Context: an optimization exercise on an open-source flow, tuned for small area, a short achievable clock period and few clock cycles per item. The choices shown serve that exercise and are no tape-out recipe. At most, simulation tests tie the RTL to the original design; equivalence was not proved. Power figures rest on the tool's default switching activity, not on a simulated workload.

## 05-16
// cache_controller
module cache_controller(
    input  logic         clk,
    input  logic         rst_n,
    input  logic         read_req,      
    input  logic         write_req,     
    input  logic         cache_flush,   
    input  logic [31:0]  p_addr,        
    output logic [31:0]  m_addr,        
    input  logic [31:0]  p_w_data,      
    output logic [31:0]  p_r_data,      
    input  logic [127:0] m_r_data,      
    output logic [127:0] m_w_data,      
    input  logic         main_mem_ack,  
    output logic         mem_write,     
    output logic         mem_read,      
    output logic         stall,         
    output logic         p_ready        
);
Size: ~950 cells after synthesis, about 160 flip-flops.
export LEC_CHECK = 0
export CAP_MARGIN = 20
export CORE_MARGIN = 2
export CORE_UTILIZATION = 40
export SETUP_SLACK_MARGIN = 2.6
export SLEW_MARGIN = 20
create_clock -name core_clock -period 6.0 [get_ports {clk}]
standard.sh (not shown) runs the stock make flow with config.mk's settings and CLKGATE_MAP_FILE= SYNTH_SCRIPT=/design/flow/synth_recipe.tcl, a recipe that flattens the netlist after the stock synthesis.
==> flow/flow/run.sh <==
#!/bin/bash
# Standard layout, with plain buffers on the ports.
cp standard.sh standard_sh_copy.txt
export BUFFER_PORTS_ARGS="-buffer_cell sky130_fd_sc_hd__buf_2"
bash standard.sh > standard.log 2>&1
Modified inputs, 07-22 compared to 05-16
- changing SETUP_SLACK_MARGIN from 2.6 to 2.0
### Flow results
- Across 07-22 and 05-16, none had a timing, DRC or antenna violation.
- Re final critical delay including setup and external delays: 07-22 is 0.13 ns up on 05-16.
- Start point of the critical path: p_addr[8] -> 05-16, main_mem_ack -> 07-22
- Delta (07-22 minus 05-16): count of clock-buffer cells in the layout now sits higher; number of vias per cell decreased 0.12; clock power shows an increase of about 4%.
No functional check of the RTL was part of any run of this note.

* * *

job 5460:
The RTL this note starts from:
==> flow/design.v <==
module cache_controller(
    input  logic         clk,
    input  logic         rst_n,
    input  logic         read_req,      
    input  logic         write_req,     
    input  logic         cache_flush,   
    input  logic [31:0]  p_addr,        
    output logic [31:0]  m_addr,        
    input  logic [31:0]  p_w_data,      
    output logic [31:0]  p_r_data,      
    input  logic [127:0] m_r_data,      
    output logic [127:0] m_w_data,      
    input  logic         main_mem_ack,  
    output logic         mem_write,     
    output logic         mem_read,      
    output logic         stall,         
    output logic         p_ready        
);
    localparam PB = 3;      
    logic [127:0] line;     
    logic [27:0]  tag;      
    logic         valid;
    logic         dirty;
    logic         hit_r;    
    logic         miss_r;   
    logic         rd_r;     
    logic         wr_r;     
    logic         ack_r;    
    logic [3:0]   selm_r;   
    logic [3:0]   sell_r;   
    logic         rw, match, miss, fill_done, wb_done;
    logic [3:0]   word;     
    logic [3:0]   wsel;     
    logic [3:0]   fsel;     
    logic [3:0]   hold;     
    logic [127:0] line_d;
    assign rw    = read_req | write_req;
    assign match = valid && (tag == p_addr[31:4]);
    assign miss  = !(valid && (tag[PB-1:0] == p_addr[PB+3:4])) || miss_r;
    assign fill_done = rd_r && main_mem_ack;
    assign wb_done   = wr_r && main_mem_ack;
    assign mem_write = dirty && ((rw && miss) || cache_flush);
    assign mem_read  = rw && !dirty && miss;
    assign m_addr    = {(dirty ? tag : p_addr[31:4]), 4'b0000};
    assign m_w_data  = line;
    assign p_ready = (rw && hit_r) || (main_mem_ack && ack_r) || (cache_flush && !dirty);
    assign stall   = (read_req | write_req | cache_flush) & ~p_ready;
    always_comb begin
        p_r_data = 32'd0;
        for (int k = 0; k < 4; k++)
            p_r_data = p_r_data
                     | ({32{selm_r[k]}} & m_r_data[32*k +: 32])
                     | ({32{sell_r[k]}} & line[32*k +: 32]);
    end
    always_comb begin
        for (int k = 0; k < 4; k++) begin
            word[k] = (p_addr[3:2] == 2'(k));
            wsel[k] = write_req && word[k] && (hit_r || fill_done);
            fsel[k] = fill_done && !wsel[k];
            hold[k] = !wsel[k] && !fill_done;
            line_d[32*k +: 32] = ({32{hold[k]}} & line[32*k +: 32])
                               | ({32{wsel[k]}} & p_w_data)
                               | ({32{fsel[k]}} & m_r_data[32*k +: 32]);
        end
    end
    always_ff @(posedge clk) begin
        line   <= line_d;
        selm_r <= word & {4{mem_read && !main_mem_ack}};
        sell_r <= word & {4{!(mem_read && !main_mem_ack)}};
        if (fill_done)
            tag <= p_addr[31:4];
    end
    always_ff @(posedge clk or negedge rst_n) begin
        if (!rst_n) begin
            valid  <= 1'b0;
            dirty  <= 1'b0;
            hit_r  <= 1'b0;
            miss_r <= 1'b0;
            rd_r   <= 1'b0;
            wr_r   <= 1'b0;
            ack_r  <= 1'b0;
        end else begin
            hit_r  <= stall && match;
            miss_r <= stall && !match;
            rd_r   <= mem_read && !main_mem_ack;
            wr_r   <= mem_write && !main_mem_ack;
            ack_r  <= (mem_read || (mem_write && cache_flush)) && !main_mem_ack;
            if (fill_done)
                valid <= 1'b1;
            if (wb_done)
                dirty <= 1'b0;
            else if (write_req && (hit_r || fill_done))
                dirty <= 1'b1;
        end
    end
endmodule
==> flow/config.mk <==
export PLATFORM = sky130hd
export DESIGN_NAME = cache_controller
export DESIGN_NICKNAME = cache_controller
export VERILOG_FILES = /design/flow/design.v
export SDC_FILE = /design/flow/constraint.sdc
export NUM_CORES = 4
export LEC_CHECK = 0
export CAP_MARGIN = 20
export CORE_MARGIN = 2
export CORE_UTILIZATION = 50
export CTS_BUF_LIST = sky130_fd_sc_hd__clkbuf_8
export SETUP_SLACK_MARGIN = 2.5
export SLEW_MARGIN = 20
==> flow/constraint.sdc <==
create_clock -name core_clock -period 6.0 [get_ports {clk}]
set_input_delay 1.2000 -clock core_clock [delete_from_list [all_inputs] [get_ports {clk}]]
set_output_delay 1.2000 -clock core_clock [all_outputs]
set_load 0.01 [all_outputs]
==> flow/flow/run.sh <==
#!/bin/bash
# Standard layout with two changes:
#  - synthesis maps the logic with an area-oriented ABC script
#    (flow/abc_area.script) instead of ORFS's speed script; everything else
#    in the standard flow's synthesis script (synth_recipe.tcl) is kept;
#  - the ports get plain buf_1 buffers (buffer_ports -buffer_cell).
set -euo pipefail
W=$PWD
# synth_recipe.tcl with a wrapper that swaps the ABC script
{
  head -n 1 synth_recipe.tcl
  cat <<EOT
proc abc {args} {
  set i [lsearch -exact \$args -script]
  if {\$i >= 0} { set args [lreplace \$args [expr {\$i+1}] [expr {\$i+1}] $W/flow/abc_area.script] }
  yosys abc {*}\$args
}
EOT
  tail -n +2 synth_recipe.tcl
} > synth_area.tcl
sed "s#SYNTH_SCRIPT=[^ ]*synth_recipe.tcl#SYNTH_SCRIPT=$W/synth_area.tcl#" standard.sh > standard_area.sh
grep -q "SYNTH_SCRIPT=$W/synth_area.tcl" standard_area.sh
export BUFFER_PORTS_ARGS="-buffer_cell sky130_fd_sc_hd__buf_1"
bash standard_area.sh > standard.log 2>&1
==> flow/flow/abc_area.script <==
strash
&get -n
&fraig -x
&put
dc2
strash
&get -n
&dch -f
&nf
&put
Job 5460 finished all stages; the layout is clean.
Testbench counts of job 5460, summed over its fixed seeds: cycles 67,648, items 12,008.
Edits applied to the flow inputs when going from job 5460 to job 3866:
- a change of SETUP_SLACK_MARGIN from 2.5 to 2.8
- a change of CORE_UTILIZATION from 50 to 60
- a change of CTS_BUF_LIST from sky130_fd_sc_hd__clkbuf_8 to sky130_fd_sc_hd__clkbuf_4 sky130_fd_sc_hd__clkbuf_8
- an added CTS_CLUSTER_SIZE of 30
==> flow/flow/run.sh <==
#!/bin/bash
# Standard layout, with plain buffers on the ports.
cp standard.sh standard_sh_copy.txt
export BUFFER_PORTS_ARGS="-buffer_cell sky130_fd_sc_hd__buf_1"
bash standard.sh > standard.log 2>&1
removed: flow/flow/abc_area.script
Findings:
Changes observed in job 3866 relative to job 5460: post-route worst setup slack has increased, time the final worst path needs with I/O delays and setup dropped 0.088 ns, via count saw a decrease, fraction of power consumed by the clock network dropped 0.4 points.
[compare] base=job 5460 new=job 3866: total design power barely changed, count of clock-buffer cells in the layout climbed 7.
Looking at routed wire length, job 3866 sits below job 5460.
Delta(sequential fraction of design power, job 3866 - job 5460) > 0
Max freq job 5460 -> job 3866: improved
Modified inputs, job 527 compared to job 3866
- CTS_BUF_LIST: sky130_fd_sc_hd__clkbuf_4 sky130_fd_sc_hd__clkbuf_8 -> sky130_fd_sc_hd__clkbuf_8
- CTS_CLUSTER_SIZE: 30 -> unset
- CORE_UTILIZATION: 60 -> 45
==> flow/flow/run.sh <==
#!/bin/bash
# Standard layout with two changes:
#  - synthesis maps the logic with an area-oriented ABC script
#    (flow/abc_area.script) instead of ORFS's speed script; everything else
#    in the standard flow's synthesis script (synth_recipe.tcl) is kept;
#  - the ports get plain buf_1 buffers (buffer_ports -buffer_cell).
set -euo pipefail
W=$PWD
# synth_recipe.tcl with a wrapper that swaps the ABC script
{
  head -n 1 synth_recipe.tcl
  cat <<EOT
proc abc {args} {
  set i [lsearch -exact \$args -script]
  if {\$i >= 0} { set args [lreplace \$args [expr {\$i+1}] [expr {\$i+1}] $W/flow/abc_area.script] }
  yosys abc {*}\$args
}
EOT
  tail -n +2 synth_recipe.tcl
} > synth_area.tcl
sed "s#SYNTH_SCRIPT=[^ ]*synth_recipe.tcl#SYNTH_SCRIPT=$W/synth_area.tcl#" standard.sh > standard_area.sh
grep -q "SYNTH_SCRIPT=$W/synth_area.tcl" standard_area.sh
export BUFFER_PORTS_ARGS="-buffer_cell sky130_fd_sc_hd__buf_1"
bash standard_area.sh > standard.log 2>&1
==> flow/flow/abc_area.script (new file) <==
strash
&get -n
&fraig -x
&put
dc2
strash
&get -n
&dch -f
&nf
&put
[summary]
Diff job 3866 -> job 527: final cell count without fillers went down by 74; number of standard cells after synthesis went down by 21%; register share of the cell area went up by 1.6 points. Standard cell with the maximum stage delay on the critical path = sky130_fd_sc_hd__nand4_1: job 3866; standard cell with the maximum stage delay on the critical path = sky130_fd_sc_hd__nor2_2: job 527.
diff inputs: job 527 => job 7215
- changing CORE_UTILIZATION from 45 to 60
==> flow/flow/run.sh <==
#!/bin/bash
# Standard layout, with plain buffers on the ports.
cp standard.sh standard_sh_copy.txt
export BUFFER_PORTS_ARGS="-buffer_cell sky130_fd_sc_hd__buf_1"
bash standard.sh > standard.log 2>&1
removed: flow/flow/abc_area.script
Results
- Job 527 ended up with input pin to register as its startpoint-to-endpoint class of the critical path; job 7215 ended up with input pin to output port.
- Die area in job 7215 is 14% below job 527.
- After detailed routing, job 527 needs more wire than job 7215.
- In job 7215, the clock buffer count came out 5 above the value in job 527.
- | worst clock skew on the final layout | job 527 vs job 7215 | ≈ equal |
- Of job 7215 and job 527, job 527 shows the higher height of the die, with job 7215 below it.
- As far as number of buffers inserted by hold repair at cts goes, job 7215 and job 527 are indistinguishable; the numbers are identical.
- On combinational share of power: between job 7215 and job 527, it ends up lower for job 7215.

==> separate check: timing with driven ports <==
Ports are ideal in the flow. The routed layouts listed here were re-timed in OpenROAD.
Step 1: set_driving_cell puts a clkbuf_16 on clk and a buf_2 on each other input, an assumption about the parent block.
Step 2, shift: input delay + t, output delay - t, t = (earliest + latest rising clock arrival at the registers) / 2. This alone moves slack from input paths to output paths.
a / b / c = no drivers / after step 1 / after step 2; a / b = the first two.
run | t, ns | setup WS [ns] | slew at the worst register clock pin (ns) | worst data-port slew with drivers (ns) | pins driven straight from the clock port
05-16 | 0.481 | 2.204 / 2.079 / 2.079 | 0.07 / 0.07 | 0.21 | 1
07-22 | 0.476 | 2.076 / 2.043 / 1.742 | 0.07 / 0.07 | 0.08 | 1
job 5460 | 0.506 | 2.612 / 2.576 / 2.134 | 0.10 / 0.10 | 0.09 | 1
job 3866 | 0.497 | 2.700 / 2.662 / 2.652 | 0.09 / 0.09 | 0.08 | 1
job 527 | 0.505 | 2.609 / 2.602 / 2.123 | 0.09 / 0.09 | 0.11 | 1
job 7215 | 0.489 | 2.702 / 2.664 / 2.664 | 0.09 / 0.09 | 0.08 | 1
After both steps setup and hold are still met in every run listed. The setup slack of job 527, which loses most, moves by -0.007 ns with the drivers and by -0.486 ns with both steps.
